Background: an optimization exercise with open tools, aiming at small area and a short achievable clock period. Do not read the settings as production practice.
In this exercise RTL edits were held to simulation tests only and were not proved equivalent to the original.
Power and IR drop assume default switching activity.

==> flow/design.v <==
module arith_eg3_mod(
    input clk,
    input rst,
    input int a,
    input int b,
    input [1:0] sel,
    output int r
);
    localparam int K1 = 12;
    localparam int K2 = 25;
    localparam int RIPPLE_MAX = 4;    
    logic        mul0, mul1, mul2;       
    logic        div0, div1, div2;       
    logic        inv0, inv1, inv2;       
    logic        nq0,  nq1,  nq2;        
    logic [31:0] ns0,  ns1,  ns2;        
    logic [31:0] y0,   y1,   y2;         
    logic [31:0] xr1,  xr2;              
    logic [31:0] qr1,  qr2;              
    wire  [2:0]        m_mul = {mul2, mul1, mul0};
    wire  [2:0]        m_div = {div2, div1, div0};
    wire  [2:0]        m_inv = {inv2, inv1, inv0};
    wire  [2:0][31:0]  nsrc  = {ns2, ns1, ns0};
    wire  [2:0][31:0]  y     = {y2, y1, y0};
    wire  [2:0][31:0]  xreg  = {xr2, xr1, 32'd0};
    wire  [31:0][31:0] xo;       
    wire  [31:0] qc;               
    wire        s_div = (sel == 2'd3);
    wire        s_mul = (sel == 2'd2);
    wire        s_inv = sel[0];
    wire [31:0] a_abs = a[31] ? -a : a;
    wire [31:0] b_abs = b[31] ? -b : b;
    assign mul0 = s_mul;
    assign div0 = s_div;
    assign inv0 = s_inv;
    assign nq0  = s_div & (a[31] ^ b[31]) & (b != 32'd0);
    assign ns0  = s_div ? a_abs : a;
    assign y0   = (s_div ? b_abs : b) ^ {32{s_inv}};
    for (genvar k = 0; k < 32; k++) begin : row
        localparam int S = (k < K1) ? 0 : (k < K2) ? 1 : 2;
        wire         nb = ~m_mul[S] & nsrc[S][31-k];
        wire [k:0]   xin;
        if (k == 0)                  assign xin = nb;
        else if (k == K1 || k == K2) assign xin = {xreg[S][k-1:0], nb};
        else                         assign xin = {xo[k-1][k-1:0], nb};
        wire [k:0]   s;
        wire         co;
        alu_row #(.W(k+1), .FAST(k >= RIPPLE_MAX)) add (.x(xin), .y(y[S][k:0]), .ci(m_inv[S]), .s(s), .co(co));
        wire hz;
        if (k == 31) assign hz = 1'b1;
        else         assign hz = &y[S][31:k+1];
        wire keep = m_mul[S] ? nsrc[S][31-k] : m_div[S] ? (co & hz) : (k == 31);
        assign qc[31-k] = keep;
        assign xo[k] = {{(31-k){1'b0}}, keep ? s : xin};
    end
    logic sd, sx;    
    always_ff @(posedge clk) begin
        mul1 <= mul0;
        div1 <= div0;
        inv1 <= inv0;
        nq1  <= nq0;
        ns1  <= ns0;
        y1   <= y0;
        xr1  <= xo[K1-1];
        qr1  <= qc;
        mul2 <= mul1;
        div2 <= div1;
        inv2 <= inv1;
        nq2  <= nq1;
        ns2  <= ns1;
        y2   <= y1;
        xr2  <= xo[K2-1];
        qr2  <= {qr1[31:32-K1], qc[31-K1:0]};
        if (rst) begin
            sd <= 1'b0;
            sx <= 1'b0;
        end else begin
            sd <= div1;
            sx <= ~div1;
        end
    end
    wire [31:0] q = {qr2[31:32-K2], qc[31-K2:0]};
    wire [31:0] qf = nq2 ? -q : q;
    assign r = ({32{sd}} & qf) | ({32{sx}} & xo[31]);
endmodule
module alu_row #(parameter int W = 8, parameter bit FAST = 1) (
    input  [W-1:0] x,
    input  [W-1:0] y,
    input          ci,
    output [W-1:0] s,
    output         co
);
    wire [W-1:0] p = x ^ y;
    wire [W:0]   c;
    assign c[0] = ci;
    if (!FAST || W < 3) begin : ripple
        for (genvar j = 0; j < W; j++) begin : bit_
            assign c[j+1] = (x[j] & y[j]) | (c[j] & p[j]);
        end
    end else begin : prefix
        localparam int L = (W > 16) ? 5 : (W > 8) ? 4 : (W > 4) ? 3 : (W > 2) ? 2 : 1;
        wire [W-1:0] g [0:L];
        wire [W-1:0] q [0:L];
        assign g[0][0] = (x[0] & y[0]) | (ci & p[0]);
        assign q[0][0] = 1'b0;
        for (genvar j = 1; j < W; j++) begin : gp
            assign g[0][j] = x[j] & y[j];
            assign q[0][j] = p[j];
        end
        for (genvar l = 0; l < L; l++) begin : lev
            for (genvar j = 0; j < W; j++) begin : node
                if ((j >> l) & 1) begin : comb
                    localparam int J = ((j >> (l + 1)) << (l + 1)) + (1 << l) - 1;
                    assign g[l+1][j] = g[l][j] | (q[l][j] & g[l][J]);
                    assign q[l+1][j] = q[l][j] & q[l][J];
                end else begin : pass
                    assign g[l+1][j] = g[l][j];
                    assign q[l+1][j] = q[l][j];
                end
            end
        end
        for (genvar j = 0; j < W; j++) begin : carry
            assign c[j+1] = g[L][j];
        end
    end
    assign s  = p ^ c[W-1:0];
    assign co = c[W];
endmodule
clock: 75.0 ns
lec_check: 0
abc_area: 1
cap_margin: 20
core_margin: 2
core_utilization: 40
slew_margin: 78
run.sh (not shown) runs the stock make flow with config.mk's settings and CLKGATE_MAP_FILE= SYNTH_SCRIPT=/design/flow/synth_recipe.tcl, a recipe that flattens the netlist after the stock synthesis.
Change:
--- a/flow/config.mk
+++ b/flow/config.mk
@@ -12 +12 @@
-export SLEW_MARGIN = 78
+export SLEW_MARGIN = 76
Result: The new run passed the timing, design-rule and antenna checks. Cell area is lower by 0.74%. Core utilization is lower by 0.33 points. Routed wire length is about the same. Sequential share of layout area barely changes. Clock power stays flat.

[port drivers added, routing unchanged]
The flow's constraints put no driver on any port. The routed layouts listed below were extracted and timed again, unchanged, in two steps.
Step 1: set_driving_cell puts a clkbuf_16 on clk and a buf_2 on each other input, an assumption about the parent block.
Step 2 times the ports against the registers' clock, not the clock port: input delays grow and output delays shrink by t, the midpoint of the rising clock arrivals with the driver on.
Three values: no drivers, after step 1, after step 2; two values: the first two.
run | shift t [ns] | slack for setup (ns) | pins driven straight from the clock port
the first run | 0.524 | 36.890 / 36.828 / 37.305 | 1
the second run | 0.532 | 36.605 / 36.542 / 37.073 | 1
After both steps setup and hold are still met in every run listed.
